Background: an optimization exercise with open tools, aiming at a short achievable clock period and few clock cycles. Do not read the settings as production practice. The RTL was checked by simulation tests, not by an equivalence proof against the original design. Power and IR drop assume default switching activity.

===== flow/flow/run.sh =====
#!/bin/bash
# Standard layout, with the port buffers made from a stronger buffer cell
# than the one ORFS picks by default (a slow delay buffer).
set -e
export BUFFER_PORTS_ARGS="-buffer_cell sky130_fd_sc_hd__buf_8"
bash standard.sh > standard.log 2>&1

===== flow/standard.sh =====
#!/bin/bash
# synth_recipe.tcl (not shown) runs the flow's synth.tcl, then flattens the netlist and writes it again
# the make line also repeats each setting of config.mk as NAME=value (left out here)
make -C /OpenROAD-flow-scripts/flow DESIGN_CONFIG=/design/flow/config.mk WORK_HOME=/design/flow/orfs CLKGATE_MAP_FILE= SYNTH_SCRIPT=/design/flow/synth_recipe.tcl "${@:-finish}"

===== flow/config.mk =====
export PLATFORM = sky130hd
export DESIGN_NAME = CPU
export DESIGN_NICKNAME = CPU
export VERILOG_FILES = /design/flow/design.v
export SDC_FILE = /design/flow/constraint.sdc
export NUM_CORES = 4
export LEC_CHECK = 0
export ABC_CLOCK_PERIOD_IN_PS = 2200
export CAP_MARGIN = 20
export CORE_MARGIN = 2
export CORE_UTILIZATION = 40
export SETUP_SLACK_MARGIN = 4.8
export SLEW_MARGIN = 20
export TNS_END_PERCENT = 100

===== flow/constraint.sdc =====
create_clock -name core_clock -period 7.0 [get_ports {clk}]
set_input_delay 1.4000 -clock core_clock [delete_from_list [all_inputs] [get_ports {clk}]]
set_output_delay 1.4000 -clock core_clock [all_outputs]
set_load 0.01 [all_outputs]

===== flow/design.v =====
module ks_add #(parameter W = 20, parameter L = 5) (
 input  [W-1:0] a,
 input  [W-1:0] b,
 output [W-1:0] s
);
 wire [W-1:0] g [0:L];
 wire [W-1:0] p [0:L];
 wire [W-1:0] t = a | b;
 assign g[0] = a & b;
 assign p[0] = t;
 genvar l, i;
 generate
  for (i = 0; i < W; i = i + 1) begin : lv1
   if (i >= 1) begin : comb
    assign g[1][i] = g[0][i] | ((t[i] & a[i-1]) & b[i-1]);
    assign p[1][i] = t[i] & t[i-1];
   end else begin : thru
    assign g[1][i] = g[0][i];
    assign p[1][i] = p[0][i];
   end
  end
  for (l = 1; l < L; l = l + 1) begin : lvl
   for (i = 0; i < W; i = i + 1) begin : col
    if (i >= (1 << l)) begin : comb
     assign g[l+1][i] = g[l][i] | (p[l][i] & g[l][i-(1<<l)]);
     assign p[l+1][i] = p[l][i] & p[l][i-(1<<l)];
    end else begin : thru
     assign g[l+1][i] = g[l][i];
     assign p[l+1][i] = p[l][i];
    end
   end
  end
 endgenerate
 assign s = (a ^ b) ^ {g[L][W-2:0], 1'b0};
endmodule
module cmp_signed #(parameter W = 20, parameter L = 5) (
 input  [W-1:0] a,
 input  [W-1:0] b,
 output lt,
 output eq
);
 localparam N = 1 << L;
 wire [N-1:0] al, bl;      
 assign al = {{(N-W){1'b0}}, b[W-1], a[W-2:0]};
 assign bl = {{(N-W){1'b0}}, a[W-1], b[W-2:0]};
 wire [N-1:0] e0 = ~(al ^ bl);
 wire [N-1:0] lv [0:L];
 wire [N-1:0] ev [0:L];
 genvar k, j;
 generate
  for (j = 0; j < N / 2; j = j + 1) begin : lv1
   assign lv[1][j] = (~al[2*j+1] & bl[2*j+1]) | ((e0[2*j+1] & ~al[2*j]) & bl[2*j]);
   assign ev[1][j] = e0[2*j+1] & e0[2*j];
  end
  assign lv[1][N-1:N/2] = {(N/2){1'b0}};
  assign ev[1][N-1:N/2] = {(N/2){1'b0}};
  for (k = 1; k < L; k = k + 1) begin : lvl
   for (j = 0; j < (N >> (k + 1)); j = j + 1) begin : node
    assign lv[k+1][j] = lv[k][2*j+1] | (ev[k][2*j+1] & lv[k][2*j]);
    assign ev[k+1][j] = ev[k][2*j+1] & ev[k][2*j];
   end
   assign lv[k+1][N-1:(N >> (k + 1))] = {(N - (N >> (k + 1))){1'b0}};
   assign ev[k+1][N-1:(N >> (k + 1))] = {(N - (N >> (k + 1))){1'b0}};
  end
 endgenerate
 assign lt = lv[L][0];
 assign eq = ev[L][0];
endmodule
module CPU(
 input clk,
 input rst,
 output [9:0] imem_addr,
 input  [19:0] imem_rdata,
 output [9:0] dmem_addr,
 output [19:0] dmem_wdata,
 output dmem_we,
 input  [19:0] dmem_rdata
);
 reg  [9:0] fpc;           
 reg        dv;            
 reg  [9:0] dpc, dpc1;     
 assign imem_addr = fpc;
 wire [9:0] fpc_inc = fpc + 10'd1;
 wire [19:0] di = imem_rdata;
 wire [3:0]  dop = di[19:16];
 wire d_jump = dop == 4'h8;
 wire d_br   = dop[3] & (dop[2] | (dop[1] & dop[0]));
 wire d_back = d_br & di[7];
 wire [9:0] d_jt, d_bt;
 ks_add #(10, 4) d_jadd (.a(dpc1), .b(di[9:0]), .s(d_jt));
 ks_add #(10, 4) d_badd (.a(dpc1), .b({{5{di[7]}}, di[7:3]}), .s(d_bt));
 reg  [19:0] ir;
 reg         rv;           
 reg  [9:0]  rpc, rpc1;
 reg         rhold;        
 reg         r_bp;         
 reg         r_fb;         
 wire [3:0]  rop = ir[19:16];
 wire r_alu = ~rop[3];
 wire r_jmp = rop == 4'h8;
 wire r_ld  = rop == 4'h9;
 wire r_st  = rop == 4'hA;
 wire r_br  = rop[3] & (rop[2] | (rop[1] & rop[0]));
 wire r_fbv = rv & r_fb;
 reg  [3:0] ra_addr, rb_addr;     
 wire [9:0] r_bt, r_jt;
 ks_add #(10, 4) r_badd (.a(rpc1), .b({{5{ir[7]}}, ir[7:3]}), .s(r_bt));
 ks_add #(10, 4) r_jadd (.a(rpc1), .b(ir[9:0]), .s(r_jt));
 wire [9:0] r_succ = r_jmp ? r_jt : rpc1;
 wire d_alu = ~dop[3];
 wire d_st  = dop == 4'hA;
 wire [3:0] d_aa = dop[3] ? di[15:12] : di[11:8];
 wire [3:0] d_ba = dop[3] ? di[11:8]  : di[7:4];
 wire d_usea = d_alu | d_st | d_br;
 wire d_useb = (d_alu & ~dop[0]) | d_br;
 wire d_lu = dv & rv & ~rhold & r_ld &
             ((d_usea & (d_aa == ir[15:12])) | (d_useb & (d_ba == ir[15:12])));
 wire d_jr = dv & d_jump & ~r_fbv;              
 wire d_bk = dv & d_back & ~r_fbv;              
 reg  [19:0] ea, eb;
 reg         ev, e_wr, e_ld, e_br, e_bp;
 reg  [3:0]  e_dst;
 reg  [3:0]  e_fs;         
 reg  [2:0]  e_nzp;
 reg  [9:0]  e_t, e_f;     
 reg  [9:0]  dma;
 reg  [19:0] dmw;
 reg         dmwe;
 assign dmem_addr  = dma;
 assign dmem_wdata = dmw;
 assign dmem_we    = dmwe;
 wire [19:0] e_sum;
 ks_add #(20) e_add (.a(ea), .b(eb), .s(e_sum));
 wire [19:0] e_res = ({20{e_fs[0]}} & e_sum) | ({20{e_fs[1]}} & (ea & eb)) |
                     ({20{e_fs[2]}} & (ea | eb)) | ({20{e_fs[3]}} & (ea ^ eb));
 wire e_lt, e_eq;
 reg  [19:0] ca, cb;     
 cmp_signed #(20) e_cmp (.a(ca), .b(cb), .lt(e_lt), .eq(e_eq));
 wire e_taken = e_eq ? e_nzp[1] : e_lt ? e_nzp[2] : e_nzp[0];
 wire e_act = ev & e_br;
 wire rt_hit = rv & (rpc == e_t), rn_hit = rv & (rpc == e_f);
 wire dt_hit = dv & ~r_fbv & (dpc == e_t), dn_hit = dv & ~r_fbv & (dpc == e_f);
 wire ft_hit = fpc == e_t,        fn_hit = fpc == e_f;
 wire fbn = e_bp & rn_hit;         
 wire killR_t = e_act & ~rt_hit;
 wire killR_n = e_act & ~rn_hit;
 wire killD_t = e_act & ~rt_hit & ~dt_hit;
 wire killD_n = e_act & (fbn | (~rn_hit & ~dn_hit));
 wire keepf_t = e_act & ~rt_hit & ~dt_hit & ft_hit;
 wire keepf_n = e_act & ~fbn & ~rn_hit & ~dn_hit & fn_hit;
 wire redir_t = e_act & ~rt_hit & ~dt_hit & ~ft_hit;
 wire redir_n = e_act & (fbn | (~rn_hit & ~dn_hit & ~fn_hit));
 wire [9:0] addr_n = fbn ? r_succ : e_f;
 reg  [19:0] w_res;
 reg         w_wr, w_ld;
 reg  [3:0]  w_dst;
 wire [19:0] w_val = w_ld ? dmem_rdata : w_res;
 reg [19:0] rf [0:15];
 integer i;
 always @(posedge clk) begin
  if (rst) begin
   for (i = 0; i < 16; i = i + 1) rf[i] <= 20'd0;
  end else if (w_wr) begin
   rf[w_dst] <= w_val;
  end
 end
 wire e_fwd = ev & e_wr & ~e_ld;
 wire [19:0] fa = (e_fwd & (e_dst == ra_addr)) ? e_res :
                  (w_wr & (w_dst == ra_addr)) ? w_val : rf[ra_addr];
 wire [19:0] fb = (e_fwd & (e_dst == rb_addr)) ? e_res :
                  (w_wr & (w_dst == rb_addr)) ? w_val : rf[rb_addr];
 wire r_go_t = rv & ~rhold & ~killR_t;   
 wire r_go_n = rv & ~rhold & ~killR_n;
 wire r_wr = r_alu | r_ld;
 wire rv_in = dv & ~(d_jump & ~r_fbv);
 wire rv_t = rhold ? rv : rv_in & ~killD_t;
 wire rv_n = rhold ? rv : rv_in & ~killD_n;
 wire rh_t = d_lu & ~killD_t;
 wire rh_n = d_lu & ~killD_n;
 wire rh_refetch = rhold & dv;
 wire ovr_t = redir_t | keepf_t;
 wire ovr_n = redir_n | keepf_n;
 wire [9:0] val_t = redir_t ? e_t : fpc_inc;
 wire [9:0] val_n = redir_n ? addr_n : fpc_inc;
 wire       dvv_t = keepf_t;
 wire       dvv_n = keepf_n;
 wire s_j = ~rh_refetch & d_jr;
 wire s_b = ~rh_refetch & ~d_jr & d_bk;
 wire [9:0] d_oth = rh_refetch ? dpc : fpc_inc;
 wire [9:0] fpc_d = ({10{s_j}} & d_jt) | ({10{s_b}} & d_bt) | ({10{~s_j & ~s_b}} & d_oth);
 wire       dv_d  = ~rh_refetch & ~d_jr & ~(d_bk & d_lu);
 wire [9:0] fpc_nt = ovr_t ? val_t : fpc_d;
 wire [9:0] fpc_nn = ovr_n ? val_n : fpc_d;
 wire [9:0] fpc_next = e_taken ? fpc_nt : fpc_nn;
 wire       dv_next  = e_taken ? (ovr_t ? dvv_t : dv_d) : (ovr_n ? dvv_n : dv_d);
 always @(posedge clk) begin
  if (rst) begin
   fpc <= 10'd1;           
   dv <= 1'b1;
   dpc <= 10'd0; dpc1 <= 10'd1;
   ra_addr <= 4'd0; rb_addr <= 4'd0;
   rv <= 1'b0; rhold <= 1'b0; r_bp <= 1'b0; r_fb <= 1'b0;
   ir <= 20'd0; rpc <= 10'd0; rpc1 <= 10'd0;
   ev <= 1'b0;
   e_wr <= 1'b0; e_ld <= 1'b0; e_br <= 1'b0; e_bp <= 1'b0;
   e_dst <= 4'd0; e_fs <= 4'd0; e_nzp <= 3'd0; e_t <= 10'd0; e_f <= 10'd0;
   ea <= 20'd0; eb <= 20'd0; ca <= 20'd0; cb <= 20'd0;
   dma <= 10'd0; dmw <= 20'd0; dmwe <= 1'b0;
   w_res <= 20'd0; w_wr <= 1'b0; w_ld <= 1'b0; w_dst <= 4'd0;
  end else begin
   dpc <= fpc;
   dpc1 <= fpc_inc;
   fpc <= fpc_next;
   dv <= dv_next;
   rhold <= e_taken ? rh_t : rh_n;
   rv <= e_taken ? rv_t : rv_n;
   if (!rhold) begin
    ir <= di;
    ra_addr <= dop[3] ? di[15:12] : di[11:8];
    rb_addr <= dop[3] ? di[11:8]  : di[7:4];
    rpc <= dpc;
    rpc1 <= dpc1;
    r_bp <= d_bk;
    r_fb <= d_bk & ~d_lu;
   end
   ev <= e_taken ? r_go_t : r_go_n;
   e_wr <= e_taken ? r_go_t & r_wr : r_go_n & r_wr;
   e_ld <= r_ld;
   e_br <= r_br;
   e_bp <= r_bp;
   e_dst <= ir[15:12];
   e_fs <= r_alu ? (4'b0001 << rop[2:1]) : 4'b0000;
   e_nzp <= ir[2:0];
   e_t <= r_bt;
   e_f <= rpc1;
   ea <= fa;
   if (r_br) begin
    ca <= fa;
    cb <= fb;
   end
   eb <= (r_alu & rop[0]) ? {{12{ir[7]}}, ir[7:0]} : fb;
   if (r_ld | r_st) dma <= ir[9:0];
   if (r_st) dmw <= fa;
   dmwe <= e_taken ? r_go_t & r_st : r_go_n & r_st;
   w_res <= e_res;
   w_wr <= e_wr;
   w_ld <= e_ld;
   w_dst <= e_dst;
  end
 end
endmodule

==> results.json, run 1 <==
{
  "outcome": "timing/DRC/antenna clean",
  "swShare_pct": 31.2,
  "path_max_fanout": 4,
  "ir_drop_mv": 0.170,
  "vias": 28300,
  "ant_nets": 0,
  "clock-sinks": 582,
  "min-delay-start": "cb[5]",
  "synth_area_leader_cell": "edfxtp_1",
  "avgViaCountPerCell": 6.39,
  "fin_cells": 4435,
  "htreeDepth": 3,
  "crit_cells": 11,
  "period_minus_slack_ps": 2880,
  "yosysMostFrequentCell": "nor2_1",
  "hold_path_class": "flop to flop",
  "path_class": "primary input to flop",
  "p_int_w": 0.00713,
  "async_flop_share_pct": 0,
  "nets": 3491,
  "synth_edf_count": 320,
  "grt_max_degree": 59,
  "synth_nets": 3137,
  "avgSynthCellArea_um2": 10.7,
  "dp_hpwl_um": 74300,
  "crit_buf_inv": 2,
  "clkPwrFrac_pct": 36.5,
  "core_um2": 79000,
  "synth.distinct_cells": 82,
  "crit_family": "compound AO/OA/AOI/OAI gates",
  "antenna_found_initial": 4,
  "power_frac_comb_pct": 24.1,
  "syn-cell-area_um2": 31900,
  "grt.overflow.total": 0,
  "skew_ps": 65.6,
  "critPathCaptureType": "flop",
  "die_area_um2": 82100,
  "finalHoldViolations": 0,
  "place_congestion": 0.948,
  "p_leak_nw": 15.8,
  "port_buffers": 82,
  "critPathLaunchType": "primary input",
  "crit_arrival_ps": 3400,
  "drc_errors": 0,
  "max-clock-path-buffers": 3,
  "yosys-top-cells-area": "edfxtp_1, dfxtp_1, mux4_2, nor2_1, ha_1",
  "dp_cells": 3926,
  "synth_top_area_share_pct": 30.1,
  "max-slew-margin-rel_pct": 23.0,
  "whs_path_depth": 2,
  "r2r_start": "rpc1[5]",
  "drive_gt1_share_pct": 40.0,
  "routedWlPerCell_um": 29.7,
  "grt_pass1_vias": 27000,
  "cts_root_buf": "clkbuf_16",
  "max_stage_delay_ps": 430,
  "p_seq_share_pct": 39.4,
  "synth_cells": 2978,
  "cp_cell_sequence": "buf_8 -> inv_4 -> ha_4 -> nand2b_4 -> a2111oi_4 -> nor3_2 -> or4_4 -> a2111oi_4 -> a21oi_1 -> a31oi_1 -> a31oi_1",
  "synthTopCellsByCount": "nor2_1, edfxtp_1, dfxtp_1, nand2_1, mux4_2",
  "drv_cap": 0,
  "cp-endpoint": "fpc[9]",
  "reg2reg_to": "fpc[8]",
  "fmax_ghz": 0.347,
  "num_rows": 103,
  "net-switching-power_w": 0.00324,
  "grt_pass1_wl_um": 184000,
  "power_density_nw_per_um2": 230,
  "fin_crit_sh_pct": 41.1,
  "dr.pass1.iters": 6,
  "reg2regPathDepth": 10,
  "cts_inserted_buffers": 70,
  "setup_viol_count_final": 0,
  "die_w_um": 287,
  "yosys_register_bits": 582,
  "drt_iter0_markers": 4070,
  "grtUsageTotal_pct": 30.2,
  "r2r_slack_ps": 4150,
  "worst_pin_slew_ps": 1160,
  "clkLatencyLatePin_ps": 650,
  "finalWirelength_um": 132000,
  "ys.warnings.count": 4,
  "worstPathRequired_ps": 7520,
  "yosysSeqAreaShare_pct": 46.5,
  "chipHeight_um": 287,
  "initial_core_util_pct": 40.4,
  "tritoncts": "built",
  "n_antenna_cell": 0,
  "areaGrowthSynthToFinish_pct": 41.1,
  "rsz0062_at_grt": "yes",
  "fin_tns_setup_ps": 0,
  "synthFlopType": "edfxtp_1",
  "crit_slowest_cell": "or4_4",
  "startpoint": "imem_rdata[1]",
  "maxSlewViolCount": 0,
  "cts.clk_slew.worst_paths_ps": 60,
  "pin_count": 83
}
routing by layer:
layer  GRT usage [%]  up-vias  share of wire (%)  routed length [um]
met5               0        -              0.033                  44
met4            11.5        6                5.2                6900
met3            7.19      481                 12               16000
met2            46.5     2082                 45               59100
met1            41.2    14100                 38               49600
li1                -    11700                  -                   -
cells in the final DEF (no fill, tap or decap), types with 74 or more instances in the layout:
cell type    n
nand2_1    190
nor2_1     409
nor2_4      74
xnor2_1     74
ha_1        91
dfxtp_1    176
inv_1      100
mux4_2     200
buf_8       91
a21oi_1    104
buf_4      175
edfxtp_1   320
flip-flops by register name, indices dropped and copies added, names as in the netlist, 18 cells and up, named ones only:
| signal | flops |
|---|---|
| rf | 320 |
| ca | 20 |
| cb | 20 |
| dmw | 20 |
| ea | 20 |
| eb | 20 |
| w_res | 20 |
| ir | 18 |
repair_timing:
action / CTS / global route
pin swaps: 147 / 115
buffers inserted: 219 / 75
hold buffers: 0 / 0
gates resized for setup: 540 / 302
gates cloned: 69 / 21
setup endpoints to repair: 839 / 589
power by group through the flow:
| stage | Combinational, W | Clock (W) | Sequential, W |
|---|---|---|---|
| 6_report | 0.00250 | 0.00378 | 0.00409 |
| 4_1_cts | 0.00225 | 0.00377 | 0.00406 |
| 3_5_place_dp | 0.00174 | 0 | 0.00417 |
| 3_3_place_gp | 0.00172 | 0 | 0.00417 |
| 2_1_floorplan | 0.00131 | 0 | 0.00398 |
| 5_1_grt | 0.00262 | 0.00394 | 0.00409 |
kinds of logic after synthesis:
group | share of synthesized area, %
and+or+nand+nor | 14.4
DFF | 46.5
AOI/OAI and AO/OA | 9.89
buffers and inverters | 4.04
muxes | 16.9
xor gates and xnor gates | 3.59
adders and majority gates | 4.58
tightest hold or removal path, delay by kind of cell (launching register included):
kind,cells,cell delay (ps)
compound gates,1,50
flops,1,310
simple gates,1,50
layout make-up:
cell class	instances	area, um2
Timing Repair Buffer	418	5530
Timing Repair inverter	2	17.5
Fill cell	6033	33900
Clock buffer	89	1930
Inverter	129	536
Multi-Input combinational cell	2129	20200
Clock inverter	36	455
Sequential cell	582	15000
Tap cell	1050	1310
worst min-delay path by stage:
stage,to,slack [ps]
after detailed placement,ca[7],450
final,cb[5],460
after floorplan,ca[1],440
after CTS,ca[7],460
after global placement,ca[3],440
after global routing,w_ld,470
per-stage QoR:
step / cell area [um2] / hold slack [ps] / utilization [%] / setup WS, ps / total power, W
floorplan: 33600 / 436 / - / 3620 / 0.00529
global placement: 35000 / 442 / 44.3 / 3210 / 0.00588
detailed placement: 35000 / 454 / 44.3 / 3180 / 0.00591
CTS: 42800 / 463 / 54.2 / 4080 / 0.0101
global route: 45100 / 471 / 57.0 / 4060 / 0.0106
finish: 45100 / 463 / 57.0 / 4120 / 0.0104
Testbench counts, summed over its fixed seeds: cycles 23,217.
==> inputs of run 2 (changes only) <==
--- a/flow/config.mk
+++ b/flow/config.mk
@@ -10,3 +10,4 @@
 export CORE_MARGIN = 2
-export CORE_UTILIZATION = 40
+export CORE_UTILIZATION = 55
+export PLACE_DENSITY = 0.7
 export SETUP_SLACK_MARGIN = 4.8
==> results.json, run 2 <==
{
  "rsz0062_at_grt": "yes",
  "min-delay-start": "dma[0]",
  "top_register": "rf",
  "nets": 3576,
  "maxSlewViolCount": 0,
  "synth_nets": 3137,
  "setup_viol_count_final": 0,
  "yosys-top-cells-area": "edfxtp_1, dfxtp_1, mux4_2, nor2_1, ha_1",
  "layout_common_cells": "nor2_1, edfxtp_1, buf_4",
  "grtUsageTotal_pct": 41.8,
  "synthFlopType": "edfxtp_1",
  "path_max_fanout": 6,
  "synth.distinct_cells": 82,
  "p_leak_nw": 16.4,
  "outcome": "timing/DRC/antenna clean",
  "clkPwrFrac_pct": 35.0,
  "crit_buf_inv": 4,
  "fin_tns_setup_ps": 0,
  "holdPathEnd": "dma[0]",
  "areaGrowthSynthToFinish_pct": 44.4,
  "crit_arrival_ps": 3650,
  "r2r_slack_ps": 3900,
  "drc_errors": 0,
  "grt.overflow.total": 0,
  "htreeDepth": 2,
  "synth_edf_count": 320,
  "p_seq_share_pct": 39.1,
  "fin_crit_sh_pct": 44.3,
  "fin_cells": 4241,
  "crit_slowest_cell": "mux4_2",
  "yosysMostFrequentCell": "nor2_1",
  "core_um2": 57600,
  "reg2regPathDepth": 10,
  "die_area_um2": 60000,
  "dp_cells": 3654,
  "swShare_pct": 32.1,
  "synth_area_leader_cell": "edfxtp_1",
  "dp_hpwl_um": 70500,
  "port_buffers": 82,
  "avgViaCountPerCell": 7.55,
  "net-switching-power_w": 0.00335,
  "grt_pass1_wl_um": 183000,
  "ir_drop_mv": 0.254,
  "cts.clk_slew.worst_paths_ps": 80,
  "hold_path_class": "flop to flop",
  "place_congestion": 0.946,
  "period_minus_slack_ps": 3100,
  "dr.pass1.iters": 15,
  "path_class": "flop to flop",
  "whs_path_depth": 2,
  "reg2reg_to": "dmw[0]",
  "max-slew-margin-rel_pct": 19.6,
  "clkLatencyLatePin_ps": 710,
  "ys.warnings.count": 4,
  "routedWlPerCell_um": 38.2,
  "synth_cells": 2978,
  "max_stage_delay_ps": 650,
  "yosysSeqAreaShare_pct": 46.5,
  "ant_nets": 0,
  "vias": 32000,
  "num_rows": 88,
  "critPathCaptureType": "flop",
  "tritoncts": "built",
  "antenna_found_initial": 12,
  "max-clock-path-buffers": 3,
  "initial_core_util_pct": 55.5,
  "yosys_register_bits": 582,
  "critPathLaunchType": "flop",
  "largest_reg_flops": 320,
  "cts_root_buf": "clkbuf_16",
  "final_common_cell": "nor2_1",
  "crit_family": "multiplexers",
  "p_int_w": 0.00706,
  "skew_ps": 53.1,
  "die_w_um": 245,
  "synthTopCellsByCount": "nor2_1, edfxtp_1, dfxtp_1, nand2_1, mux4_2",
  "drive_gt1_share_pct": 42.5,
  "cts_inserted_buffers": 60,
  "drt_iter0_markers": 5445,
  "finalHoldViolations": 0,
  "worst_pin_slew_ps": 1180,
  "syn-cell-area_um2": 31900,
  "power_density_nw_per_um2": 226,
  "drv_cap": 0,
  "pin_count": 83,
  "worstPathRequired_ps": 7550,
  "async_flop_share_pct": 0,
  "grt_max_degree": 75,
  "clock-sinks": 582,
  "finalWirelength_um": 162000,
  "path_common_cell": "buf_12",
  "fin_util_pct": 80.1,
  "synth_top_area_share_pct": 30.1,
  "cp_cell_sequence": "buf_6 -> buf_12 -> buf_12 -> buf_12 -> mux4_2 -> mux4_2 -> a211oi_2 -> a31oi_2 -> nand2_2 -> a21oi_2",
  "grt_pass1_vias": 27300,
  "chipHeight_um": 245,
  "fmax_ghz": 0.323,
  "avgSynthCellArea_um2": 10.7,
  "power_frac_comb_pct": 25.9
}
run 2: final cells by class:
class | instances | area (um2)
diodes | 8 | 20.0
fillers | 2984 | 11500
multi-input cells | 2135 | 20700
well taps | 765 | 957
repair buffers | 509 | 6720
clock buffers | 87 | 1800
clock inverters | 26 | 355
flip-flops and latches | 582 | 15000
inverters | 129 | 529
run 2: stage by stage:
stage	instance area [um2]	hold slack (ps)	worst slack (ps)	total power [W]
finish	46100	466	3900	0.0104
global route	46100	473	3880	0.0106
CTS	41600	459	4160	0.00980
detailed placement	34700	449	3180	0.00591
global placement	34700	445	3230	0.00588
floorplan	33600	436	3620	0.00529
run 2: worst max-delay path by stage:
stage,start,to,slack (ps),cells past startpoint
after detailed placement,rst,rf[8][17],3180,4
after global routing,flop,dmw[0],3880,10
after CTS,imem_rdata[1],fpc[9],4160,11
final,flop,dmw[0],3900,10
after global placement,rst,rf[8][17],3230,4
after floorplan,imem_rdata[1],fpc[9],3620,10
run 2: repair_timing:
| action | 4_1_cts | 5_1_grt |
|---|---|---|
| endpoints found under the setup margin | 851 | 621 |
| endpoints found under the hold margin | 0 | 0 |
| buffers inserted | 188 | 167 |
| hold buffers | 0 | 0 |
| gates cloned | 53 | 58 |
| gates resized for setup | 498 | 490 |
| pin swaps | 142 | 145 |
run 2: worst min-delay path, stage by stage (launching register included):
cell and delay [ps]:
dfxtp_2 330, nand2_1 50, a21oi_1 50
run 2: layer usage:
| metal | track usage [%] | vias to the layer above | part of all wire, % |
|---|---|---|---|
| li1 | - | 11900 | - |
| met1 | 51.7 | 15200 | 30 |
| met2 | 64.7 | 3529 | 40 |
| met3 | 10.3 | 1396 | 16 |
| met4 | 29.2 | 12 | 13 |
| met5 | 0 | - | 0.11 |
run 2: cell families after synthesis:
kind of cell | after synthesis | share of synthesized area [%]
simple gates | 1045 | 14.4
flops | 582 | 46.5
compound gates | 479 | 9.89
buf+inv | 335 | 4.04
mux | 289 | 16.9
xor+xnor | 131 | 3.59
fa+ha+maj | 117 | 4.58
run 2: power groups by stage:
stage | sequential [W] | combinational [W] | clock, W
2_1_floorplan | 0.00398 | 0.00131 | 0
3_3_place_gp | 0.00413 | 0.00174 | 0
3_5_place_dp | 0.00414 | 0.00177 | 0
4_1_cts | 0.00403 | 0.00226 | 0.00350
5_1_grt | 0.00407 | 0.00277 | 0.00372
6_report | 0.00407 | 0.00269 | 0.00364
==> inputs of run 3 (changes only) <==
--- a/flow/design.v
+++ b/flow/design.v
@@ -88,5 +88,12 @@
  wire d_back = d_br & di[7];
- wire [9:0] d_jt, d_bt;
- ks_add #(10, 4) d_jadd (.a(dpc1), .b(di[9:0]), .s(d_jt));
- ks_add #(10, 4) d_badd (.a(dpc1), .b({{5{di[7]}}, di[7:3]}), .s(d_bt));
+ reg  [4:0] dhi_p1, dhi_m1;
+ wire [5:0] d_jlo, d_blo;
+ wire [4:0] d_jhi0, d_jhi1;
+ ks_add #(6, 3) d_jladd (.a({1'b0, dpc1[4:0]}), .b({1'b0, di[4:0]}), .s(d_jlo));
+ ks_add #(5, 3) d_jh0add (.a(dpc1[9:5]), .b(di[9:5]), .s(d_jhi0));
+ ks_add #(5, 3) d_jh1add (.a(dhi_p1), .b(di[9:5]), .s(d_jhi1));
+ ks_add #(6, 3) d_bladd (.a({1'b0, dpc1[4:0]}), .b({1'b0, di[7:3]}), .s(d_blo));
+ wire [9:0] d_jt = {d_jlo[5] ? d_jhi1 : d_jhi0, d_jlo[4:0]};
+ wire [4:0] d_bhi = di[7] ? (d_blo[5] ? dpc1[9:5] : dhi_m1) : (d_blo[5] ? dhi_p1 : dpc1[9:5]);
+ wire [9:0] d_bt = {d_bhi, d_blo[4:0]};
  reg  [19:0] ir;
@@ -199,3 +206,3 @@
    dv <= 1'b1;
-   dpc <= 10'd0; dpc1 <= 10'd1;
+   dpc <= 10'd0; dpc1 <= 10'd1; dhi_p1 <= 5'd1; dhi_m1 <= 5'd31;
    ra_addr <= 4'd0; rb_addr <= 4'd0;
@@ -212,2 +219,4 @@
    dpc1 <= fpc_inc;
+   dhi_p1 <= fpc_inc[9:5] + 5'd1;
+   dhi_m1 <= fpc_inc[9:5] - 5'd1;
    fpc <= fpc_next;
--- a/flow/config.mk
+++ b/flow/config.mk
@@ -10,4 +10,3 @@
 export CORE_MARGIN = 2
-export CORE_UTILIZATION = 55
-export PLACE_DENSITY = 0.7
+export CORE_UTILIZATION = 40
 export SETUP_SLACK_MARGIN = 4.8
==> results.json, run 3 <==
{
  "path_max_fanout": 5,
  "initial_core_util_pct": 40.4,
  "clkLatencyLatePin_ps": 680,
  "drc_errors": 0,
  "die_area_um2": 81900,
  "async_flop_share_pct": 0,
  "worst_pin_slew_ps": 1140,
  "routedWlPerCell_um": 32.4,
  "critPathLaunchType": "flop",
  "synth_area_leader_cell": "edfxtp_1",
  "max-slew-margin-rel_pct": 22.2,
  "layout_common_cells": "nor2_1, edfxtp_1, mux4_2",
  "ys.warnings.count": 6,
  "synth_edf_count": 320,
  "synth_top_family_by_area": "multiplexers",
  "syn-cell-area_um2": 31800,
  "antenna_found_initial": 6,
  "power_density_nw_per_um2": 228,
  "drt_iter0_markers": 3831,
  "grt_max_degree": 81,
  "final_common_cell": "nor2_1",
  "synthAdderAreaFrac_pct": 4.64,
  "synth_top_area_share_pct": 30.2,
  "grt_pass1_wl_um": 186000,
  "vias": 28300,
  "dr.pass1.iters": 6,
  "synth_nets": 3079,
  "yosysMostFrequentCell": "nor2_1",
  "synth_mux_area_share_pct": 17.9,
  "crit_slowest_cell": "or4_4",
  "cts_root_buf": "clkbuf_16",
  "tritoncts": "built",
  "synth_cells": 2919,
  "grt_pass1_vias": 26600,
  "fin_tns_setup_ps": 0,
  "place_area_um2": 34900,
  "maxSlewViolCount": 0,
  "port_buffers": 82,
  "largest_reg_flops": 320,
  "grtUsageTotal_pct": 31.3,
  "fin_crit_sh_pct": 41.5,
  "rsz0062_at_grt": "yes",
  "setup_viol_count_final": 0,
  "ir_drop_mv": 0.178,
  "chipHeight_um": 286,
  "whs_path_depth": 2,
  "skew_ps": 61.0,
  "yosysSeqAreaShare_pct": 47.2,
  "core_um2": 78900,
  "period_minus_slack_ps": 2910,
  "p_leak_nw": 16.0,
  "hold_path_class": "flop to flop",
  "dp_hpwl_um": 69300,
  "worstPathRequired_ps": 7520,
  "pin_count": 83,
  "die_w_um": 286,
  "finalWirelength_um": 142000,
  "max-clock-path-buffers": 3,
  "htreeDepth": 3,
  "nets": 3437,
  "final_area_um2": 45300,
  "top_register": "rf",
  "synthTopCellsByCount": "nor2_1, edfxtp_1, dfxtp_1, nand2_1, mux4_2",
  "avgSynthCellArea_um2": 10.9,
  "drive_gt1_share_pct": 41.3,
  "outcome": "timing/DRC/antenna clean",
  "yosys-top-cells-area": "edfxtp_1, dfxtp_1, mux4_2, nor2_1, ha_1",
  "synth.distinct_cells": 85,
  "cp_cell_sequence": "inv_2 -> ha_4 -> nand2_4 -> nor4b_4 -> nand4_1 -> or4_4 -> or2_4 -> nand2_8 -> mux2_4 -> o2111a_1",
  "ant_nets": 0,
  "crit_arrival_ps": 3430,
  "synthXorXnorAreaFrac_pct": 4.32,
  "avgViaCountPerCell": 6.46,
  "areaGrowthSynthToFinish_pct": 42.2,
  "cts.clk_slew.worst_paths_ps": 60,
  "yosys_register_bits": 591,
  "place_congestion": 0.926,
  "max_stage_delay_ps": 580,
  "critPathCaptureType": "flop",
  "synth_compound_area_share_pct": 8.27,
  "clock-sinks": 591,
  "grt.overflow.total": 0,
  "cts_inserted_buffers": 68,
  "yosys.area_share.simple_pct": 13.5,
  "fmax_ghz": 0.344,
  "finalHoldViolations": 0,
  "drv_cap": 0,
  "reg2regPathDepth": 10,
  "num_rows": 103,
  "synthFlopType": "edfxtp_1",
  "path_class": "flop to flop"
}
==> run 3: cell families (layout without fill, tap and decap cells) <==
logic type | Yosys count | count (layout)
flip-flops | 591 | 591
adder cells (fa/ha/maj) | 118 | 118
AO/OA/AOI/OAI | 411 | 411
multiplexers | 319 | 319
XOR/XNOR | 157 | 157
other | 0 | 6
AND/OR/NAND/NOR | 981 | 1056
buffers and inverters | 342 | 675
==> run 3: per-layer routing <==
metal | routed length (um) | share of wire (%) | up-vias | track usage (%)
li1 | - | - | 11400 | -
met1 | 50100 | 35 | 13800 | 40.1
met2 | 60200 | 42 | 2292 | 47.3
met3 | 19000 | 13 | 774 | 9.14
met4 | 12900 | 9.1 | 10 | 18.4
met5 | 111 | 0.078 | - | 0
==> run 3: final timing paths <==
| path | startpoint | endpoint | slack, ps |
|---|---|---|---|
| worst min-delay path | dma[7] | dma[7] | 460 |
| worst min register to register | dma[7] | dma[7] | 460 |
| worst max-delay path | ca[15] | fpc[5] | 4090 |
| worst max register to register | ca[15] | fpc[5] | 4090 |
==> run 3: worst max-delay path: cells and delay by family, from the launching register on <==
family                   cells  cell delay [ps]
AND/OR/NAND/NOR              6             1520
adder cells (fa/ha/maj)      1              270
AO/OA/AOI/OAI                1              250
flip-flops                   1              350
multiplexers                 1              360
buffers and inverters        1               50
==> run 3: repair_timing <==
item / in CTS / in global routing
gates cloned: 81 / 18
hold buffers: 0 / 0
endpoints found under the hold margin: 0 / 0
setup buffers: 186 / 91
setup endpoints to repair: 843 / 690
pin swaps: 138 / 108
resized for setup: 439 / 459
==> run 3: cell type report <==
type | instances | area [um2]
Inverter | 146 | 594
Clock inverter | 32 | 353
Antenna cell | 6 | 15.0
Tap cell | 1050 | 1310
Sequential cell | 591 | 15200
Multi-Input combinational cell | 2061 | 20300
Timing Repair Buffer | 409 | 5620
Fill cell | 6033 | 33600
Clock buffer | 88 | 1860
==> run 3: power breakdown <==
part | leakage (nW) | switching (W) | internal [W]
clock | 1.09 | 0.00162 | 0.00208
combinational | 9.30 | 0.00135 | 0.00116
sequential | 5.56 | 0.000279 | 0.00385
==> run 3: through the flow <==
step                      setup WS (ps)  util (%)  hold slack [ps]  power, W  instances
after global routing               4040      57.4              469    0.0106       4377
final                              4090      57.4              462    0.0103       4383
after global placement             3260      44.3              444   0.00589       3881
after floorplan                    3630         -              436   0.00534       2919
after CTS                          4100      53.5              463   0.00996       4268
after detailed placement           3250      44.3              454   0.00592       3881
Testbench counts of run 3, summed over its fixed seeds: cycles 23,217.
==> inputs of run 4 (changes only) <==
==> flow/run.sh (new file) <==
#!/bin/bash
# synth_recipe.tcl (not shown) runs the flow's synth.tcl, then flattens the netlist and writes it again
# the make line also repeats each setting of config.mk as NAME=value (left out here)
make -C /OpenROAD-flow-scripts/flow DESIGN_CONFIG=/design/flow/config.mk WORK_HOME=/design/flow/orfs CLKGATE_MAP_FILE= SYNTH_SCRIPT=/design/flow/synth_recipe.tcl finish
--- a/flow/config.mk
+++ b/flow/config.mk
@@ -10,3 +10,3 @@
 export CORE_MARGIN = 2
-export CORE_UTILIZATION = 40
+export CORE_UTILIZATION = 45
 export SETUP_SLACK_MARGIN = 4.8
removed: flow/flow/run.sh
removed: flow/standard.sh
==> results.json, run 4 <==
{
  "pin_count": 83,
  "skew_ps": 46.8,
  "drt_iter0_markers": 4220,
  "routedWlPerCell_um": 33.4,
  "cts_root_buf": "clkbuf_16",
  "synthTopCellsByCount": "nor2_1, edfxtp_1, dfxtp_1, nand2_1, mux4_2",
  "die_area_um2": 72900,
  "htreeDepth": 3,
  "die_w_um": 270,
  "rsz0062_at_grt": "yes",
  "vias": 28600,
  "grt.met1_usage_pct": 45.2,
  "layout_common_cells": "nor2_1, edfxtp_1, mux4_2",
  "synth_area_leader_cell": "edfxtp_1",
  "clkLatencyLatePin_ps": 650,
  "crit_arrival_ps": 3420,
  "num_rows": 97,
  "nets": 3500,
  "synthFlopType": "edfxtp_1",
  "p_leak_nw": 16.1,
  "drv_cap": 0,
  "swShare_pct": 31.6,
  "p_seq_share_pct": 39.8,
  "yosysSeqAreaShare_pct": 47.2,
  "max-clock-path-buffers": 3,
  "critPathCaptureType": "flop",
  "ir_drop_mv": 0.196,
  "grt_max_degree": 66,
  "yosysMostFrequentCell": "nor2_1",
  "busiest_layer": "met2",
  "power_frac_comb_pct": 25.5,
  "synth_edf_count": 320,
  "synth_top_area_share_pct": 30.2,
  "tritoncts": "built",
  "drc_errors": 0,
  "place_area_um2": 34400,
  "cts.clk_slew.worst_paths_ps": 60,
  "largest_reg_flops": 320,
  "final_area_um2": 45900,
  "worstPathRequired_ps": 7500,
  "chipHeight_um": 270,
  "p_int_w": 0.00707,
  "grt_pass1_wl_um": 188000,
  "fin_tns_setup_ps": 0,
  "hold_path_class": "flop to flop",
  "outcome": "timing/DRC/antenna clean",
  "grt_use_met2_pct": 54.1,
  "antenna_found_initial": 4,
  "finalHoldViolations": 0,
  "grt.overflow.total": 0,
  "critPathLaunchType": "primary input",
  "net-switching-power_w": 0.00327,
  "power_density_nw_per_um2": 226,
  "top_register": "rf",
  "async_flop_share_pct": 0,
  "synth_nets": 3079,
  "initial_core_util_pct": 45.5,
  "dr.pass1.iters": 7,
  "setup_viol_count_final": 0,
  "avgSynthCellArea_um2": 10.9,
  "use_met3_pct": 10.4,
  "max-slew-margin-rel_pct": 27.9,
  "nFillCells": 4946,
  "synth.distinct_cells": 85,
  "port_buffers": 82,
  "ant_nets": 0,
  "core_um2": 70000,
  "period_minus_slack_ps": 2920,
  "fmax_ghz": 0.343,
  "drive_gt1_share_pct": 43.3,
  "maxSlewViolCount": 0,
  "place_congestion": 0.941,
  "clkPwrFrac_pct": 34.7,
  "ys.warnings.count": 6,
  "yosys-top-cells-area": "edfxtp_1, dfxtp_1, mux4_2, nor2_1, ha_1",
  "worst_pin_slew_ps": 1080,
  "cts_inserted_buffers": 69,
  "fin_crit_sh_pct": 41.7,
  "path_class": "primary input to flop",
  "avgViaCountPerCell": 6.61,
  "path_max_fanout": 4,
  "grtUsageTotal_pct": 35.6,
  "syn-cell-area_um2": 31800,
  "grt_pass1_vias": 26800,
  "final_common_cell": "nor2_1",
  "areaGrowthSynthToFinish_pct": 44.0,
  "clock-sinks": 591,
  "finalWirelength_um": 144000,
  "synth_cells": 2919,
  "dp_hpwl_um": 68400,
  "yosys_register_bits": 591
}
[run 4: cell counts after synthesis]
Identical to the previous run, type by type.
[run 4: worst paths after layout]
check	cells after the start	end	startpoint	slack, ps
worst max-delay path	10	fpc[5]	imem_rdata[4]	4080
worst max register to register	11	fpc[5]	ca[17]	4150
worst min register to register	2	dmw[11]	dmw[11]	460
worst min-delay path	2	dmw[11]	dmw[11]	460
[run 4: metrics by stage]
step	power, W	instances	worst slack (ps)	hold WS, ps	util (%)
2_1_floorplan	0.00534	2919	3630	436	-
3_3_place_gp	0.00592	3770	2650	443	49.1
3_5_place_dp	0.00594	3770	2630	447	49.1
4_1_cts	0.00998	4195	4130	455	60.2
5_1_grt	0.0106	4327	4020	472	65.5
6_report	0.0103	4328	4080	455	65.5
[run 4: power by group through the flow]
stage | registers, W | logic (W) | clock network [W]
after floorplan | 0.00404 | 0.00130 | 0
after global routing | 0.00412 | 0.00274 | 0.00372
after detailed placement | 0.00420 | 0.00174 | 0
after global placement | 0.00419 | 0.00173 | 0
final | 0.00411 | 0.00264 | 0.00359
after CTS | 0.00409 | 0.00233 | 0.00356
[run 4: final cells by class]
type	instances	area [um2]	area share [%]
inverter	146	599	1.31
clock inverter	22	206	0.450
timing repair buffer	463	5750	12.5
sequential	591	15200	33.1
antenna	1	2.50	0.00546
tap	940	1180	2.56
multi-input combinational	2069	21000	45.7
clock buffer	96	1980	4.31
[run 4: timing repair]
action / 4_1_cts / 5_1_grt
pin swaps: 151 / 156
hold buffers: 0 / 0
resized for setup: 781 / 571
setup endpoints to repair: 906 / 762
gates cloned: 85 / 25
buffers inserted: 222 / 107
[run 4: logic make-up (layout without fill, tap and decap cells)]
| logic type | Yosys count | count (layout) | share of synthesized area [%] |
|---|---|---|---|
| buffers and inverters | 342 | 727 | 4.16 |
| multiplexers | 319 | 319 | 17.9 |
| other | 0 | 1 | 0 |
| XOR/XNOR | 157 | 157 | 4.32 |
| adder cells (fa/ha/maj) | 118 | 118 | 4.64 |
| flip-flops | 591 | 591 | 47.2 |
| AND/OR/NAND/NOR | 981 | 1064 | 13.5 |
| AO/OA/AOI/OAI | 411 | 411 | 8.27 |
[run 4: critical path, stage by stage]
cell	delay (ps)
buf_12	90
inv_12	30
ha_4	140
nand2b_4	150
a2111oi_4	420
nor3_4	80
xnor2_2	240
mux2_4	340
a221o_1	290
o2111a_1	240
[run 4: metal layers]
metal,vias to the layer above,share of wire (%),routed length [um]
li1,11500,-,-
met1,14000,34,49400
met2,2261,43,62600
met3,813,13,19300
met4,12,8.9,12800
met5,-,0.16,233
==> inputs of run 5 (changes only) <==
--- a/flow/config.mk
+++ b/flow/config.mk
@@ -10,3 +10,3 @@
 export CORE_MARGIN = 2
-export CORE_UTILIZATION = 45
+export CORE_UTILIZATION = 40
 export SETUP_SLACK_MARGIN = 4.8
==> results.json, run 5 <==
{
  "rsz0062_at_grt": "yes",
  "drv_cap": 0,
  "reg2reg_to": "fpc[5]",
  "maxSlewViolCount": 0,
  "die_w_um": 286,
  "routedWlPerCell_um": 31.6,
  "vias": 28200,
  "place_congestion": 0.927,
  "areaGrowthSynthToFinish_pct": 43.4,
  "yosysMostFrequentCell": "nor2_1",
  "clkLatencyLatePin_ps": 660,
  "hold_path_class": "flop to flop",
  "p_leak_nw": 15.9,
  "clkPwrFrac_pct": 36.4,
  "nets": 3461,
  "net-switching-power_w": 0.00328,
  "nFillCells": 6048,
  "path_class": "primary input to flop",
  "tritoncts": "built",
  "critPathCaptureType": "flop",
  "fin_tns_setup_ps": 0,
  "htreeDepth": 3,
  "synthTopCellsByCount": "nor2_1, edfxtp_1, dfxtp_1, nand2_1, mux4_2",
  "crit_arrival_ps": 3370,
  "core_um2": 78900,
  "avgSynthCellArea_um2": 10.9,
  "ir_drop_mv": 0.166,
  "r2r_start": "ca[15]",
  "holdPathEnd": "w_ld",
  "grtUsageTotal_pct": 30.5,
  "ant_nets": 0,
  "synth_area_leader_cell": "edfxtp_1",
  "grt_pass1_vias": 26500,
  "grt.overflow.total": 0,
  "r2r_slack_ps": 4200,
  "setup_viol_count_final": 0,
  "whs_path_depth": 1,
  "synth_edf_count": 320,
  "num_rows": 103,
  "largest_reg_flops": 320,
  "synthFlopType": "edfxtp_1",
  "finalWirelength_um": 139000,
  "port_buffers": 82,
  "grt_max_degree": 93,
  "path_max_fanout": 4,
  "max-clock-path-buffers": 3,
  "yosys-top-cells-area": "edfxtp_1, dfxtp_1, mux4_2, nor2_1, ha_1",
  "cts_inserted_buffers": 69,
  "p_seq_share_pct": 39.2,
  "synth_nets": 3079,
  "avgViaCountPerCell": 6.41,
  "synth.distinct_cells": 85,
  "power_frac_comb_pct": 24.3,
  "initial_core_util_pct": 40.4,
  "clock-sinks": 591,
  "whs_ps": 450,
  "p_int_w": 0.00717,
  "pin_count": 83,
  "max-slew-margin-rel_pct": 30.1,
  "swShare_pct": 31.4,
  "worstPathRequired_ps": 7520,
  "reg2regPathDepth": 10,
  "skew_ps": 58.5,
  "synth_cells": 2919,
  "top_register": "rf",
  "fin_crit_sh_pct": 40.6,
  "cts_root_buf": "clkbuf_16",
  "critPathLaunchType": "primary input",
  "yosys_register_bits": 591,
  "worst_pin_slew_ps": 1050,
  "synth_top_area_share_pct": 30.2,
  "dp_hpwl_um": 66600,
  "grt_pass1_wl_um": 182000,
  "yosysSeqAreaShare_pct": 47.2,
  "cts.clk_slew.worst_paths_ps": 60,
  "hold_buffers": 0,
  "die_area_um2": 81900,
  "fmax_ghz": 0.352,
  "syn-cell-area_um2": 31800,
  "antenna_found_initial": 1,
  "drive_gt1_share_pct": 42.8,
  "layout_common_cells": "nor2_1, edfxtp_1, mux4_2",
  "period_minus_slack_ps": 2840,
  "final_common_cell": "nor2_1",
  "fin_util_pct": 57.9,
  "dr.pass1.iters": 9,
  "chipHeight_um": 286,
  "drt_iter0_markers": 4069,
  "min-delay-start": "e_ld",
  "outcome": "timing/DRC/antenna clean",
  "drc_errors": 0,
  "power_density_nw_per_um2": 229,
  "async_flop_share_pct": 0,
  "finalHoldViolations": 0,
  "ys.warnings.count": 6
}
## run 5: cell count changes in the layout (fill, tap and decap cells not counted), moves of 9 or more
cell    change
nor2_1     -16
buf_4      -14
buf_12      -9
nor2_4     +17
buf_6      -16
## run 5: power groups by stage
stage	combinational (W)	clock, W	sequential, W
4_1_cts	0.00224	0.00376	0.00408
3_3_place_gp	0.00171	0	0.00417
3_5_place_dp	0.00173	0	0.00418
6_report	0.00254	0.00380	0.00410
5_1_grt	0.00266	0.00394	0.00411
2_1_floorplan	0.00130	0	0.00404
## run 5: layout make-up
cell class | instances | area, um2 | share of cell area [%]
Antenna cell | 2 | 5.00 | 0.0110
Clock buffer | 94 | 1910 | 4.17
Clock inverter | 32 | 422 | 0.923
Inverter | 146 | 593 | 1.30
Multi-Input combinational cell | 2066 | 21000 | 45.9
Sequential cell | 591 | 15200 | 33.3
Tap cell | 1050 | 1310 | 2.88
Timing Repair Buffer | 427 | 5280 | 11.6
## run 5: kinds of logic (layout without fill, tap and decap cells)
family	count (synthesis)	after routing	share of synthesized area, %
and+or+nand+nor	981	1061	13.5
other	0	2	0
buffers and inverters	342	699	4.16
AOI/OAI and AO/OA	411	411	8.27
xor gates and xnor gates	157	157	4.32
DFF	591	591	47.2
adders and majority gates	118	118	4.64
muxes	319	319	17.9
## run 5: per-layer routing
metal	track usage, %	vias to the layer above	share of wire, %
li1	-	11400	-
met1	38.4	13800	35
met3	9.75	712	14
met5	0	-	0
met2	46.7	2251	43
met4	16.8	0	8.3
## run 5: worst max-delay path by stage
stage          depth (start not counted)  slack [ps]      to          start
2_1_floorplan                          9        3630  fpc[5]  imem_rdata[4]
3_3_place_gp                          10        2670  fpc[5]  imem_rdata[4]
3_5_place_dp                          10        2590  fpc[5]  imem_rdata[4]
4_1_cts                               12        4220  fpc[0]         cb[15]
5_1_grt                               12        4090  fpc[8]  imem_rdata[4]
6_report                              10        4160  fpc[5]  imem_rdata[4]
## run 5: worst max-delay path, cell delays in order
cell,delay (ps)
buf_12,100
inv_12,30
ha_4,140
nand2b_4,140
a2111oi_4,360
nor3_4,80
xnor2_2,230
mux2_4,320
a221o_1,300
o2111a_1,250
## run 5: per-stage QoR
stage / setup WS (ps) / std cells / instance area, um2 / total power [W]
final: 4160 / 4408 / 45700 / 0.0104
after global routing: 4090 / 4406 / 45700 / 0.0107
after CTS: 4220 / 4306 / 42300 / 0.0101
after detailed placement: 2590 / 3882 / 34500 / 0.00591
after global placement: 2670 / 3882 / 34500 / 0.00588
after floorplan: 3630 / 2919 / 33600 / 0.00534
## run 5: what timing repair did
action / 4_1_cts / 5_1_grt
resized for setup: 787 / 564
setup endpoints to repair: 820 / 765
cloned: 86 / 19
pin swaps: 144 / 132
buffers inserted: 212 / 81
==> inputs of run 6 (changes only) <==
--- a/flow/config.mk
+++ b/flow/config.mk
@@ -11,3 +11,3 @@
 export CORE_UTILIZATION = 40
-export SETUP_SLACK_MARGIN = 4.8
+export SETUP_SLACK_MARGIN = 4.5
 export SLEW_MARGIN = 20
==> results.json, run 6 <==
{
  "nets": 3301,
  "top_register": "rf",
  "ir_drop_mv": 0.196,
  "grt_pass1_wl_um": 168000,
  "synthFlopType": "edfxtp_1",
  "routedWlPerCell_um": 27.6,
  "worst_pin_slew_ps": 1160,
  "p_seq_share_pct": 40.1,
  "pin_count": 83,
  "fin_crit_sh_pct": 41.0,
  "cts_root_buf": "clkbuf_16",
  "crit_buf_inv": 2,
  "avgViaCountPerCell": 6.03,
  "vias": 25600,
  "whs_ps": 446,
  "skew_ps": 32.0,
  "dp_cells": 3904,
  "power_frac_comb_pct": 22.7,
  "ys.warnings.count": 6,
  "p_int_w": 0.00714,
  "max_stage_delay_ps": 370,
  "fin_tns_setup_ps": 0,
  "path_max_fanout": 4,
  "grt.overflow.total": 0,
  "async_flop_share_pct": 0,
  "max-slew-margin-rel_pct": 21.8,
  "synth_nets": 3079,
  "drv_cap": 0,
  "ant_nets": 0,
  "clkLatencyLatePin_ps": 650,
  "grt_pass1_vias": 25300,
  "crit_family": "compound AO/OA/AOI/OAI gates",
  "place_area_um2": 34200,
  "core_um2": 78900,
  "final_area_um2": 41200,
  "yosys-top-cells-area": "edfxtp_1, dfxtp_1, mux4_2, nor2_1, ha_1",
  "synth_edf_count": 320,
  "yosys_register_bits": 591,
  "place_congestion": 0.934,
  "cp_cell_sequence": "buf_12 -> inv_12 -> ha_4 -> nand2b_4 -> a2111oi_4 -> nor3_4 -> xnor2_2 -> mux2_4 -> a221o_1 -> o2111a_1",
  "dr.pass1.iters": 6,
  "critPathCaptureType": "flop",
  "cts_inserted_buffers": 71,
  "layout_common_cells": "nor2_1, edfxtp_1, mux4_2, dfxtp_1, nand2_1",
  "drt_iter0_markers": 3088,
  "final_common_cell": "nor2_1",
  "synth_area_leader_cell": "edfxtp_1",
  "die_w_um": 286,
  "maxSlewViolCount": 0,
  "worstPathRequired_ps": 7520,
  "drc_errors": 0,
  "num_rows": 103,
  "grtUsageTotal_pct": 27.8,
  "drive_gt1_share_pct": 32.4,
  "n_antenna_cell": 0,
  "p_leak_nw": 14.7,
  "outcome": "timing/DRC/antenna clean",
  "largest_reg_flops": 320,
  "crit_slowest_cell": "a2111oi_4",
  "finalHoldViolations": 0,
  "power_density_nw_per_um2": 249,
  "crit_arrival_ps": 3390,
  "yosysMostFrequentCell": "nor2_1",
  "fmax_ghz": 0.349,
  "rsz0062_at_grt": "yes",
  "path_class": "primary input to flop",
  "antenna_found_initial": 1,
  "htreeDepth": 3,
  "setup_viol_count_final": 0,
  "hold_path_class": "flop to flop",
  "clock-sinks": 591,
  "dp_hpwl_um": 68700,
  "initial_core_util_pct": 40.4,
  "net-switching-power_w": 0.00310,
  "areaGrowthSynthToFinish_pct": 29.4,
  "swShare_pct": 30.3,
  "fin_cells": 4247,
  "synth_top_area_share_pct": 30.2,
  "clkPwrFrac_pct": 37.2,
  "grt_max_degree": 94,
  "syn-cell-area_um2": 31800,
  "tritoncts": "built",
  "synth.distinct_cells": 85,
  "avgSynthCellArea_um2": 10.9,
  "port_buffers": 82,
  "finalWirelength_um": 117000,
  "critPathLaunchType": "primary input",
  "cts.clk_slew.worst_paths_ps": 60,
  "synth_cells": 2919,
  "yosysSeqAreaShare_pct": 47.2,
  "synthTopCellsByCount": "nor2_1, edfxtp_1, dfxtp_1, nand2_1, mux4_2",
  "max-clock-path-buffers": 3,
  "period_minus_slack_ps": 2870,
  "chipHeight_um": 286,
  "die_area_um2": 81900
}
[run 6: cell counts after synthesis]
No cell type changed its count.
[run 6: worst paths after layout]
check | from | end | slack [ps] | depth (start not counted)
worst min-delay path | dma[0] | dma[0] | 450 | 2
worst max-delay path | imem_rdata[4] | fpc[5] | 4130 | 10
worst max register to register | ca[13] | fpc[5] | 4150 | 11
worst min register to register | dma[0] | dma[0] | 450 | 2
[run 6: repair_timing]
action / in CTS / in global routing
gates cloned: 31 / 10
hold buffers: 0 / 0
pin swaps: 124 / 120
gates resized for setup: 620 / 219
buffers inserted: 125 / 48
endpoints found under the setup margin: 597 / 441
[run 6: cell type report]
cell class | count | area [um2]
Clock inverter | 34 | 424
Multi-Input combinational cell | 2010 | 18100
Sequential cell | 591 | 15200
Inverter | 146 | 591
Fill cell | 6822 | 37700
Tap cell | 1050 | 1310
Clock buffer | 95 | 1960
Timing Repair Buffer | 321 | 3610
[run 6: cell families (layout without fill, tap and decap cells)]
kind of cell	Yosys count	in the layout	synth area share, %
multiplexers	319	319	17.9
adder cells (fa/ha/maj)	118	118	4.64
XOR/XNOR	157	157	4.32
buffers and inverters	342	596	4.16
AND/OR/NAND/NOR	981	1005	13.5
AO/OA/AOI/OAI	411	411	8.27
flip-flops	591	591	47.2
[run 6: worst reg2reg max path, delay by kind of cell (launching register included)]
family,cells,cell delay (ps)
compound gates,1,240
fa+ha+maj,1,270
buf+inv,2,210
flops,1,340
mux,1,360
simple gates,6,1320
[run 6: metal layers]
layer / global-route usage (%) / vias up / wire length [um]
li1: - / 11000 / -
met1: 36.4 / 12800 / 45500
met2: 44.5 / 1484 / 54800
met3: 6.30 / 321 / 11200
met4: 11.5 / 2 / 5630
met5: 0 / - / 13
[run 6: per-stage QoR]
| stage | util, % | setup WS [ps] | total power (W) |
|---|---|---|---|
| after floorplan | - | 3630 | 0.00529 |
| after global placement | 43.3 | 2650 | 0.00588 |
| after detailed placement | 43.4 | 2560 | 0.00590 |
| after CTS | 50.3 | 4160 | 0.0101 |
| after global routing | 52.2 | 4060 | 0.0106 |
| final | 52.2 | 4130 | 0.0102 |
[run 6: power by group through the flow]
stage | Clock (W) | Sequential [W] | Combinational, W
after detailed placement | 0 | 0.00420 | 0.00170
after CTS | 0.00384 | 0.00410 | 0.00212
final | 0.00381 | 0.00411 | 0.00232
after global routing | 0.00398 | 0.00412 | 0.00246
after floorplan | 0 | 0.00403 | 0.00126
after global placement | 0 | 0.00420 | 0.00168
==> inputs of run 7 (changes only) <==
--- a/flow/config.mk
+++ b/flow/config.mk
@@ -7,3 +7,3 @@
 export LEC_CHECK = 0
-export ABC_CLOCK_PERIOD_IN_PS = 2200
+export ABC_CLOCK_PERIOD_IN_PS = 1500
 export CAP_MARGIN = 20
@@ -11,3 +11,3 @@
 export CORE_UTILIZATION = 40
-export SETUP_SLACK_MARGIN = 4.5
+export SETUP_SLACK_MARGIN = 4.8
 export SLEW_MARGIN = 20
==> results.json, run 7 <==
{
  "outcome": "timing/DRC/antenna clean",
  "synthTopCellsByCount": "nor2_1, edfxtp_1, dfxtp_1, nand2_1, mux4_2",
  "hold_path_class": "flop to flop",
  "ys.warnings.count": 6,
  "pre_cts_ws_ps": 2590,
  "avgViaCountPerCell": 6.41,
  "yosys-top-cells-area": "edfxtp_1, dfxtp_1, mux4_2, nor2_1, ha_1",
  "synth_nets": 3079,
  "fin_tns_setup_ps": 0,
  "crit_family": "compound AO/OA/AOI/OAI gates",
  "synth_edf_count": 320,
  "path_class": "primary input to flop",
  "critPathCaptureType": "flop",
  "place_congestion": 0.927,
  "synth_area_leader_cell": "edfxtp_1",
  "yosys_register_bits": 591,
  "antenna_found_initial": 1,
  "power_density_nw_per_um2": 229,
  "crit_arrival_ps": 3370,
  "crit_buf_inv": 2,
  "port_buffers": 82,
  "synthXorXnorAreaFrac_pct": 4.32,
  "dr.pass1.iters": 9,
  "drv_cap": 0,
  "grt_pass1_vias": 26500,
  "chipHeight_um": 286,
  "clkLatencyLatePin_ps": 660,
  "grt.overflow.total": 0,
  "period_minus_slack_ps": 2840,
  "synth_top_area_share_pct": 30.2,
  "layout_common_cells": "nor2_1, edfxtp_1, mux4_2",
  "max-clock-path-buffers": 3,
  "crit_slowest_cell": "a2111oi_4",
  "dp_hpwl_um": 66600,
  "cts_root_buf": "clkbuf_16",
  "synth_compound_area_share_pct": 8.27,
  "p_total_w": 0.0104,
  "fmax_ghz": 0.352,
  "vias": 28200,
  "final_common_cell": "nor2_1",
  "initial_core_util_pct": 40.4,
  "areaGrowthSynthToFinish_pct": 43.4,
  "tritoncts": "built",
  "post-route-worst-setup-slack_ps": 4160,
  "ir_drop_mv": 0.166,
  "yosysMostFrequentCell": "nor2_1",
  "synth.distinct_cells": 85,
  "finalHoldViolations": 0,
  "cp_cell_sequence": "buf_12 -> inv_12 -> ha_4 -> nand2b_4 -> a2111oi_4 -> nor3_4 -> xnor2_2 -> mux2_4 -> a221o_1 -> o2111a_1",
  "top_register": "rf",
  "synth_cells": 2919,
  "r2r_start": "ca[15]",
  "maxSlewViolCount": 0,
  "hold_buffers": 0,
  "ant_nets": 0,
  "synthAdderAreaFrac_pct": 4.64,
  "worst_pin_slew_ps": 1050,
  "yosysSeqAreaShare_pct": 47.2,
  "async_flop_share_pct": 0,
  "routedWlPerCell_um": 31.6,
  "finalWirelength_um": 139000,
  "fin_util_pct": 57.9,
  "synth_mux_area_share_pct": 17.9,
  "drc_errors": 0,
  "clock-sinks": 591,
  "grtUsageTotal_pct": 30.5,
  "min-delay-start": "e_ld",
  "core_um2": 78900,
  "nets": 3461,
  "htreeDepth": 3,
  "avgSynthCellArea_um2": 10.9,
  "grt_pass1_wl_um": 182000,
  "fin_crit_sh_pct": 40.6,
  "drive_gt1_share_pct": 42.8,
  "critPathLaunchType": "primary input",
  "pin_count": 83,
  "startpoint": "imem_rdata[4]",
  "setup_viol_count_final": 0,
  "path_max_fanout": 4,
  "worstPathRequired_ps": 7520,
  "syn-cell-area_um2": 31800,
  "rsz0062_at_grt": "yes",
  "cts_inserted_buffers": 69,
  "synthFlopType": "edfxtp_1",
  "drt_iter0_markers": 4069,
  "grt_max_degree": 93,
  "yosys.area_share.simple_pct": 13.5,
  "largest_reg_flops": 320,
  "cts.clk_slew.worst_paths_ps": 60,
  "skew_ps": 58.5,
  "die_area_um2": 81900,
  "max-slew-margin-rel_pct": 30.1,
  "num_rows": 103,
  "p_leak_nw": 15.9,
  "die_w_um": 286,
  "synth_top_family_by_area": "multiplexers",
  "max_stage_delay_ps": 360
}
-- run 7: per-layer routing --
layer	up-vias	share of wire (%)	global-route usage (%)
met5	-	0	0
met4	0	8.3	16.8
met3	712	14	9.75
met2	2251	43	46.7
met1	13800	35	38.4
li1	11400	-	-
-- run 7: cell families after synthesis --
kind of cell | Yosys count
AO/OA/AOI/OAI | 411
XOR/XNOR | 157
adder cells (fa/ha/maj) | 118
buffers and inverters | 342
flip-flops | 591
multiplexers | 319
AND/OR/NAND/NOR | 981
-- run 7: worst paths after layout --
kind                               end  slack, ps  cells after the start
worst max register to register  fpc[5]       4200                     10
worst min register to register    w_ld        450                      1
worst max-delay path            fpc[5]       4160                     10
worst min-delay path              w_ld        450                      1
-- run 7: metrics by stage --
stage | hold WS [ps] | cells | cell area [um2]
2_1_floorplan | 436 | 2919 | 33600
3_3_place_gp | 442 | 3882 | 34500
3_5_place_dp | 447 | 3882 | 34500
4_1_cts | 444 | 4306 | 42300
5_1_grt | 474 | 4406 | 45700
6_report | 450 | 4408 | 45700
-- run 7: final cells by class --
type,instances,area (um2)
timing repair buffer,427,5280
clock buffer,94,1910
inverter,146,593
fill,6048,33200
multi-input combinational,2066,21000
tap,1050,1310
sequential,591,15200
antenna,2,5.00
clock inverter,32,422
-- run 7: power by group --
group / switching, W / internal [W] / total [W]
Combinational: 0.00139 / 0.00115 / 0.00254
Clock: 0.00164 / 0.00216 / 0.00380
Sequential: 0.000247 / 0.00385 / 0.00410
Total: 0.00328 / 0.00717 / 0.0104
-- run 7: repair_timing --
action                                  in CTS  in global routing
pin swaps                                  144                132
cloned                                      86                 19
setup buffers                              212                 81
endpoints found under the setup margin     820                765
resized for setup                          787                564
==> inputs of run 8 (changes only) <==
--- a/flow/config.mk
+++ b/flow/config.mk
@@ -7,3 +7,3 @@
 export LEC_CHECK = 0
-export ABC_CLOCK_PERIOD_IN_PS = 1500
+export ABC_CLOCK_PERIOD_IN_PS = 2200
 export CAP_MARGIN = 20
@@ -11,2 +11,4 @@
 export CORE_UTILIZATION = 40
+export CTS_CLUSTER_DIAMETER = 60
+export CTS_CLUSTER_SIZE = 30
 export SETUP_SLACK_MARGIN = 4.8
==> results.json, run 8 <==
{
  "synthXorXnorAreaFrac_pct": 4.32,
  "cts_root_buf": "clkbuf_16",
  "post-route-worst-setup-slack_ps": 4190,
  "grt_pass1_wl_um": 177000,
  "yosys-top-cells-area": "edfxtp_1, dfxtp_1, mux4_2, nor2_1, ha_1",
  "finalHoldViolations": 0,
  "swShare_pct": 33.2,
  "vias": 27200,
  "critPathLaunchType": "primary input",
  "async_flop_share_pct": 0,
  "synth_top_family_by_area": "multiplexers",
  "worst_pin_slew_ps": 1130,
  "crit_arrival_ps": 3360,
  "holdPathEnd": "w_ld",
  "critPathCaptureType": "flop",
  "dr.pass1.iters": 6,
  "grt_max_degree": 93,
  "p_int_w": 0.00663,
  "place_congestion": 0.927,
  "wl_met1_um": 47000,
  "synth_area_leader_cell": "edfxtp_1",
  "clkPwrFrac_pct": 33.2,
  "synth_edf_count": 320,
  "worstPathRequired_ps": 7550,
  "reg2regPathDepth": 9,
  "nets": 3433,
  "synth.distinct_cells": 85,
  "highest_layer": "met5",
  "fin_crit_sh_pct": 40.1,
  "pin_count": 83,
  "fmax_ghz": 0.356,
  "cts_inserted_buffers": 54,
  "layout_common_cells": "nor2_1, edfxtp_1, mux4_2",
  "hold_buffers": 0,
  "synth_nets": 3079,
  "max-slew-margin-rel_pct": 23.8,
  "die_w_um": 286,
  "r2r_start": "cb[15]",
  "synthFlopType": "edfxtp_1",
  "syn-cell-area_um2": 31800,
  "hold_path_class": "flop to flop",
  "synth_mux_area_share_pct": 17.9,
  "synthTopCellsByCount": "nor2_1, edfxtp_1, dfxtp_1, nand2_1, mux4_2",
  "max-clock-path-buffers": 3,
  "path_max_fanout": 4,
  "p_leak_nw": 15.7,
  "synth_compound_area_share_pct": 8.27,
  "ir_drop_mv": 0.213,
  "pre_cts_ws_ps": 2590,
  "min-delay-start": "e_ld",
  "power_density_nw_per_um2": 223,
  "maxSlewViolCount": 0,
  "tritoncts": "built",
  "chipHeight_um": 286,
  "grt.overflow.total": 0,
  "die_area_um2": 81900,
  "port_buffers": 82,
  "ant_nets": 0,
  "yosys_register_bits": 591,
  "finalWirelength_um": 130000,
  "antenna_found_initial": 3,
  "initial_core_util_pct": 40.4,
  "setup_viol_count_final": 0,
  "grt_pass1_vias": 26200,
  "ys.warnings.count": 6,
  "drv_cap": 0,
  "grtUsageTotal_pct": 29.6,
  "yosys.area_share.simple_pct": 13.5,
  "period_minus_slack_ps": 2810,
  "drc_errors": 0,
  "drive_gt1_share_pct": 40.9,
  "p_seq_share_pct": 41.1,
  "power_frac_comb_pct": 25.6,
  "rsz0062_at_grt": "yes",
  "skew_ps": 108,
  "synth_top_area_share_pct": 30.2,
  "cts.clk_slew.worst_paths_ps": 90,
  "outcome": "timing/DRC/antenna clean",
  "clkLatencyLatePin_ps": 720,
  "wl_met2_um": 57700,
  "largest_reg_flops": 320,
  "drt_iter0_markers": 3547,
  "dp_hpwl_um": 66600,
  "net-switching-power_w": 0.00330,
  "clock-sinks": 591,
  "top_register": "rf",
  "path_class": "primary input to flop",
  "r2r_slack_ps": 4210,
  "yosysMostFrequentCell": "nor2_1",
  "core_um2": 78900,
  "num_rows": 103,
  "fin_tns_setup_ps": 0,
  "whs_path_depth": 1,
  "htreeDepth": 2,
  "reg2reg_to": "fpc[5]",
  "final_common_cell": "nor2_1",
  "wl_met3_um": 16000,
  "avgSynthCellArea_um2": 10.9,
  "synth_cells": 2919,
  "areaGrowthSynthToFinish_pct": 40.0,
  "avgViaCountPerCell": 6.22,
  "yosysSeqAreaShare_pct": 47.2
}
[run 8: cell counts after synthesis]
Identical to the previous run, type by type.
[run 8: repair_timing]
action,CTS,global route
buffers inserted,199,96
pin swaps,135,123
hold endpoints to repair,0,0
gates cloned,74,16
resized for setup,736,457
endpoints found under the setup margin,796,706
[run 8: power groups by stage]
stage | combinational (W) | sequential [W] | clock [W]
CTS | 0.00227 | 0.00407 | 0.00330
floorplan | 0.00130 | 0.00404 | 0
global placement | 0.00171 | 0.00417 | 0
detailed placement | 0.00173 | 0.00418 | 0
finish | 0.00254 | 0.00408 | 0.00330
global route | 0.00267 | 0.00410 | 0.00343
[run 8: cells by family (layout without fill, tap and decap cells)]
group	Yosys count	count (layout)
buffers and inverters	342	676
other	0	2
XOR/XNOR	157	157
adder cells (fa/ha/maj)	118	118
AND/OR/NAND/NOR	981	1047
flip-flops	591	591
multiplexers	319	319
AO/OA/AOI/OAI	411	411
[run 8: per-stage QoR]
step	utilization [%]	total power (W)	cell area (um2)	std cells	hold slack [ps]
final	56.5	0.00993	44600	4371	444
after global placement	43.8	0.00588	34500	3882	442
after detailed placement	43.8	0.00591	34500	3882	447
after global routing	56.5	0.0102	44600	4369	478
after floorplan	-	0.00534	33600	2919	436
after CTS	52.7	0.00964	41500	4257	441
[run 8: worst max-delay path by stage]
stage / to / cells after the start
4_1_cts: fpc[5] / 9
3_3_place_gp: fpc[5] / 10
3_5_place_dp: fpc[5] / 10
6_report: fpc[5] / 10
2_1_floorplan: fpc[5] / 9
5_1_grt: fpc[5] / 10
[run 8: per-layer routing]
metal,vias to the layer above,track usage (%)
met4,2,15.8
met3,568,7.68
met2,1911,46.1
met5,-,0
met1,13400,37.8
li1,11300,-
[run 8: cell type report]
cell class / count / area [um2]
clock buffers: 58 / 1440
diodes: 2 / 5.00
well taps: 1050 / 1310
clock inverters: 44 / 532
inverters: 146 / 588
flip-flops and latches: 591 / 15200
fillers: 6270 / 34300
multi-input cells: 2052 / 20200
repair buffers: 428 / 5270
[run 8: worst max-delay path: stages]
cell and delay, ps:
buf_12 100, inv_12 30, ha_4 140, nand2b_4 140
a2111oi_4 370, nor3_4 70, xnor2_2 210, mux2_4 320
a221o_1 320, o2111a_1 240
